What follows belongs to an exercise in optimizing a design on an open flow for small area; a production flow would make more cautious choices.
The RTL was checked by simulation tests, not by an equivalence proof against the original design.
No activity file was given, so power comes from the tool's default toggle rates.

== before ==
==> flow/design.v (excerpt) <==
module avr109 (
	       input rst,
	       input clk,
	       input rxd,
	       output txd,
	       output intercept_mode,
	       output prog_mode,
	       output[15:0] prog_addr,
	       output[15:0] prog_data,
	       input[15:0] prog_data_in,
	       output prog_low,
	       output prog_high
	       );
   localparam [4:0] S_INACTIVE  = 5'd0;
   localparam [4:0] S_ATTACHING = 5'd1;
   localparam [4:0] S_IDLE      = 5'd2;
   localparam [4:0] S_BAD       = 5'd3;
   localparam [4:0] S_V_HIGH    = 5'd4;
   localparam [4:0] S_V_LOW     = 5'd5;
   localparam [4:0] S_SEND_Y    = 5'd6;
   localparam [4:0] S_BS_Y      = 5'd7;
   localparam [4:0] S_BS_HI     = 5'd8;
   localparam [4:0] S_BS_LO     = 5'd9;
   localparam [4:0] S_SEND_00   = 5'd10;
   localparam [4:0] S_IGNORE    = 5'd11;
   localparam [4:0] S_ACK       = 5'd12;
   localparam [4:0] S_ADDR_HI   = 5'd13;
   localparam [4:0] S_ADDR_LO   = 5'd14;
  ...
Size in the first run: about 480 cells after synthesis, ~68 flip-flops, ~3700 µm² of cells after synthesis.
clock: 10.0 ns
lec_check: 0
abc_area: 1
cap_margin: 20
core_margin: 2
core_utilization: 40
slew_margin: 20
standard.sh (not shown) runs the stock make flow with config.mk's settings and CLKGATE_MAP_FILE= SYNTH_SCRIPT=/design/flow/synth_recipe.tcl, a recipe that flattens the netlist after the stock synthesis.
==> flow/flow/run.sh <==
#!/bin/bash
# Layout flow: the standard ORFS flow (standard.sh's make command) with
#  - synthesis: the standard flow's script, with an area-oriented ABC script (flow/abc_area.script)
#    in place of ORFS's; registers are mapped exactly as in the standard synthesis
#  - port buffers: sky130_fd_sc_hd__buf_1 on every input and output port
#  - CTS: small clock buffers, no dummy loads
# Each tool's output goes to a log file in this folder.
set -euo pipefail
W=$(pwd)
export MY_ABC_SCRIPT=$W/flow/abc_area.script
cat > $W/my_synth.tcl <<EOT
proc abc {args} {
  set i [lsearch \$args -script]
  if {\$i >= 0} { set args [lreplace \$args \$i [expr {\$i+1}] -script \$::env(MY_ABC_SCRIPT)] }
  yosys abc {*}\$args
}
source $W/synth_recipe.tcl
EOT
export BUFFER_PORTS_ARGS="-buffer_cell sky130_fd_sc_hd__buf_1"
export CTS_ARGS="-sink_clustering_enable -repair_clock_nets -dont_use_dummy_load -buf_list {sky130_fd_sc_hd__clkbuf_2 sky130_fd_sc_hd__clkbuf_4 sky130_fd_sc_hd__clkbuf_8}"
sed -e "s|SYNTH_SCRIPT=[^ ]*synth_recipe.tcl|SYNTH_SCRIPT=$W/my_synth.tcl|" standard.sh > my_standard.sh
grep -q "SYNTH_SCRIPT=$W/my_synth.tcl" my_standard.sh
bash my_standard.sh finish > $W/orfs_flow.log 2>&1
cp -f orfs/logs/*/avr109/base/1_2_yosys.log $W/yosys.log 2>/dev/null || true
==> flow/flow/abc_area.script <==
strash
dc2
strash
&get -n
&deepsyn -J 200 -S 1
&put
dch -f
map -a
mfs2 -a
strash
dch -f
amap
topo
before ended with every stage complete and zero timing, DRC or antenna violations.
Here is what was changed in the inputs of after compared with before.
# before
export LEC_CHECK = 0
export ABC_AREA = 1
export CAP_MARGIN = 20
export CORE_MARGIN = 2
export CORE_UTILIZATION = 40
export SLEW_MARGIN = 20
create_clock -name core_clock -period 10.0 [get_ports {clk}]
# after
export LEC_CHECK = 0
export ABC_AREA = 1
export CAP_MARGIN = 20
export CORE_MARGIN = 2
export CORE_UTILIZATION = 65
export PLACE_DENSITY = 0.75
export SLEW_MARGIN = 20
create_clock -name core_clock -period 10.0 [get_ports {clk}]
diff --git a/flow/flow/run.sh b/flow/flow/run.sh
--- a/flow/flow/run.sh
+++ b/flow/flow/run.sh
@@ -18,5 +18,5 @@
 EOT
 export BUFFER_PORTS_ARGS="-buffer_cell sky130_fd_sc_hd__buf_1"
-export CTS_ARGS="-sink_clustering_enable -repair_clock_nets -dont_use_dummy_load -buf_list {sky130_fd_sc_hd__clkbuf_2 sky130_fd_sc_hd__clkbuf_4 sky130_fd_sc_hd__clkbuf_8}"
+export CTS_ARGS="-sink_clustering_enable -repair_clock_nets -dont_use_dummy_load -buf_list {sky130_fd_sc_hd__clkbuf_4}"
 sed -e "s|SYNTH_SCRIPT=[^ ]*synth_recipe.tcl|SYNTH_SCRIPT=$W/my_synth.tcl|" standard.sh > my_standard.sh
 grep -q "SYNTH_SCRIPT=$W/my_synth.tcl" my_standard.sh
## What came out
- Having completed the whole flow, after delivered a layout that passed the timing, design-rule and antenna checks.
- before -> after: maximum frequency decreased by a few percent
- More vias were needed by after than by before.
- Power density over cell area in after is about 1.5% lower than in before
- Post-layout instance area, after vs before: down by a few percent
- Compared with before, after shows power share of the clock group lower by 4.4 points.
- Compare before and after | power after layout higher: before

[port drivers added, routing unchanged]
The results above use ideal ports. As a check the final layouts listed here were re-extracted and re-timed, cells and wires unchanged.
Step 1: set_driving_cell puts a clkbuf_16 on clk and a buf_2 on each other input, an assumption about the parent block.
Step 2 times the ports against the registers' clock, not the clock port: input delays grow and output delays shrink by t, the midpoint of the rising clock arrivals with the driver on.
a / b / c = ideal ports / drivers / drivers and shift; a / b = the first two.
run | t (ns) | setup WS [ns] | worst setup path at the end | clock arrival spread, ns | pins driven straight from the clock port
before | 0.377 | 4.971 / 4.938 / 5.315 | register to output | 0.024 / 0.023 | 1
after | 0.442 | 4.750 / 4.723 / 5.164 | register to output | 0.027 / 0.027 | 1
After both steps setup and hold are still met in every run listed.
